Source: an optimization exercise on an open RTL-to-GDS flow (aim: small area, a short achievable clock period and few clock cycles per item). Production flows keep margins and buffers that such runs may drop. In this exercise RTL edits were held to simulation tests only and were not proved equivalent to the original.

==> build 33 <==
==> flow/design.v (excerpt) <==
module conv_top(
    input           clk,
    input           rst_n,
    input           start,
    input   [127:0] feature,
    input   [71:0]  weight,
    output          ready,
    output          done,
    output  [7:0]   c11_sa,
    output  [7:0]   c12_sa,
    output  [7:0]   c21_sa,
    output  [7:0]   c22_sa,
    output  [7:0]   c11_custom,
    output  [7:0]   c12_custom,
    output  [7:0]   c21_custom,
    output  [7:0]   c22_custom,
    output  [7:0]   c11_serial,
    output  [7:0]   c12_serial,
    output  [7:0]   c21_serial,
    output  [7:0]   c22_serial
);
Settings: LEC_CHECK=0, CAP_MARGIN=20, CORE_MARGIN=2, CORE_UTILIZATION=70, SLEW_MARGIN=20, SYNTH_HIERARCHICAL=1, SYNTH_MINIMUM_KEEP_SIZE=0; clock period 10.0 ns.
standard.sh (not shown) runs the stock make flow with config.mk's settings and CLKGATE_MAP_FILE= SYNTH_SCRIPT=/design/flow/synth_recipe.tcl, a recipe that flattens the netlist after the stock synthesis.
==> flow/flow/run.sh <==
#!/bin/bash
# Own flow: the standard layout (standard.sh) unchanged, except that the
# port buffers are plain buffers (buf_2) rather than the cell buffer_ports
# picks by default (clkdlybuf4s50_1, a slow delay cell).
set -euo pipefail
bash standard.sh synth > synth.log 2>&1
bash standard.sh BUFFER_PORTS_ARGS="-buffer_cell sky130_fd_sc_hd__buf_2" finish > layout.log 2>&1
==> build 46 (differences from build 33) <==
CORE_UTILIZATION = 60   (was 70)
==> results_dict.tcl <==
set metrics [dict create \
    core_mm2 0.0217 \
    status "timing/DRC/antenna clean" \
    reg2reg_to "top_r[7]" \
    antennaDiodeCount 4 \
    rows 54 \
    grt_pass1_vias 14500 \
    dp_slack_ps 979 \
    drive_above_1_share_pct 22.5 \
    arrival_ps 7130 \
    place_area_mm2 0.0163 \
]
-- figures above: build 33

==> results_dict.tcl <==
set metrics [dict create \
    status "timing/DRC/antenna clean" \
    dp_slack_ps 1040 \
    rows 58 \
    core_mm2 0.0252 \
    reg2reg_to "top_l[7]" \
    arrival_ps 7080 \
    drive_above_1_share_pct 22.5 \
]
-- figures above: build 46

Testbench counts of build 33, summed over its fixed seeds: cycles 512, items 256.
Testbench counts of build 46, summed over its fixed seeds: cycles 512, items 256.

========
==> 12-24: inputs <==
conv_top, a different RTL version from the one above (not shown whole).
==> flow/config.mk <==
export PLATFORM = sky130hd
export DESIGN_NAME = conv_top
export DESIGN_NICKNAME = conv_top
export VERILOG_FILES = /design/flow/design.v
export SDC_FILE = /design/flow/constraint.sdc
export NUM_CORES = 4
export LEC_CHECK = 0
export CAP_MARGIN = 20
export CORE_MARGIN = 2
export CORE_UTILIZATION = 40
export SETUP_SLACK_MARGIN = 5.0
export SLEW_MARGIN = 20
export SYNTH_HIERARCHICAL = 1
export SYNTH_MINIMUM_KEEP_SIZE = 0
==> flow/constraint.sdc <==
create_clock -name core_clock -period 10.0 [get_ports {clk}]
set_input_delay 2.0000 -clock core_clock [delete_from_list [all_inputs] [get_ports {clk}]]
set_output_delay 2.0000 -clock core_clock [all_outputs]
set_load 0.01 [all_outputs]
run.sh (not shown) runs the stock make flow with config.mk's settings and CLKGATE_MAP_FILE= SYNTH_SCRIPT=/design/flow/synth_recipe.tcl, a recipe that flattens the netlist after the stock synthesis.
Stock flow here: none of the scripts above is used.
==> 02-13: changes against 12-24 <==
SETUP_SLACK_MARGIN = default   (was 5.0)
==> summary.txt <==
metric                                                              12-24         02-13
Run status                                       timing/DRC/antenna clean  timing/DRC/antenna clean
Net total in the final layout                                        4199          4189
Fraction of layout instances using a drive strength above 1        7.329%        3.115%
Drt pass-1 iters                                                        8             9
Met2 routing resource usage after global routing                   49.15%        48.74%
Final WL                                                         125.1 mm      124.4 mm
Post-CTS setup repair buffer count                                      6             0
Non-Clock Buffer Count                                                354           344
Proportion of cell area occupied by registers                      8.571%        8.693%
Resize count post-CTS                                                 227             0
Area of all placed cells without fillers                        34090 µm²     33390 µm²
FMAX                                                           0.1892 GHz    0.1729 GHz
Util after Layout                                                  45.94%        45.01%
Final hold slack                                                0.5268 ns     0.5274 ns
Area growth from synthesis to layout                               14.14%        11.82%
Detailed Route Iter0 Violations                                      3359          3505
Final critical-path share of the clock period                      52.84%        57.84%
Drt via density                                                     5.830         5.815
Minimum period implied by the final worst setup slack            5.284 ns      5.784 ns
Count of vias placed by the detailed router                        24.44k        24.32k
First-pass GRT wire length                                       179.6 mm      178.7 mm
Testbench counts of 12-24, summed over its fixed seeds: cycles 512, items 256.
Testbench counts of 02-13, summed over its fixed seeds: cycles 512, items 256.

========
==> job 8602 <==
conv_top, a different RTL version from the one above (not shown whole).
Settings: LEC_CHECK=0, CAP_MARGIN=20, CORE_MARGIN=2, CORE_UTILIZATION=60, SLEW_MARGIN=20, SYNTH_HIERARCHICAL=1, SYNTH_MINIMUM_KEEP_SIZE=0; clock period 10.0 ns.
standard.sh (not shown) runs the stock make flow with config.mk's settings and CLKGATE_MAP_FILE= SYNTH_SCRIPT=/design/flow/synth_recipe.tcl, a recipe that flattens the netlist after the stock synthesis.
Scripts as last shown in full above: flow/flow/run.sh
==> job 3496: changes against job 8602 <==
--- a/flow/config.mk
+++ b/flow/config.mk
@@ -8,5 +8,5 @@
 export CAP_MARGIN = 20
 export CORE_MARGIN = 2
-export CORE_UTILIZATION = 60
+export CORE_UTILIZATION = 70
 export SLEW_MARGIN = 20
 export SYNTH_HIERARCHICAL = 1
==> comparison <==
Job 3496 passed the timing, design-rule and antenna checks. Job 8602 completed without violations. Worst setup slack: job 3496 is higher than job 8602 (42 ps). In non-clock buffer count, job 8602 and job 3496 do not differ.
Testbench counts of job 8602, summed over its fixed seeds: cycles 768, items 256.
Testbench counts of job 3496, summed over its fixed seeds: cycles 768, items 256.

re-timing with driven ports:
Ports are ideal in the flow. The routed layouts listed here were re-timed in OpenROAD.
Step 1, drivers: a clkbuf_16 drives clk and a buf_2 each remaining input, both assumed.
Step 2 adds t to the input delays and takes it off the output delays; t is the mean of the earliest and latest rising clock arrival at the registers after step 1. Input paths then give back, and output paths get back, about the clock's delay inside the block.
Slacks: no drivers / after step 1 / after step 2; pairs: no drivers / after step 1.
| run | shift t [ns] | setup WS [ns] | worst setup path after step 2 |
|---|---|---|---|
| build 33 | 0.291 | 0.868 / 0.840 / 0.840 | input to output |
| build 46 | 0.298 | 0.921 / 0.899 / 0.899 | input to output |
| 12-24 | 0.560 | 4.716 / 4.649 / 4.389 | input to register |
| 02-13 | 0.561 | 4.216 / 4.149 / 4.066 | input to register |
| job 8602 | 0.396 | 4.862 / 4.816 / 4.570 | input to register |
| job 3496 | 0.402 | 4.904 / 4.855 / 4.534 | input to register |
After both steps every run listed still meets setup and hold. For job 3496, which loses most, drivers alone change the setup slack by -0.049 ns; drivers and shift together by -0.370 ns.
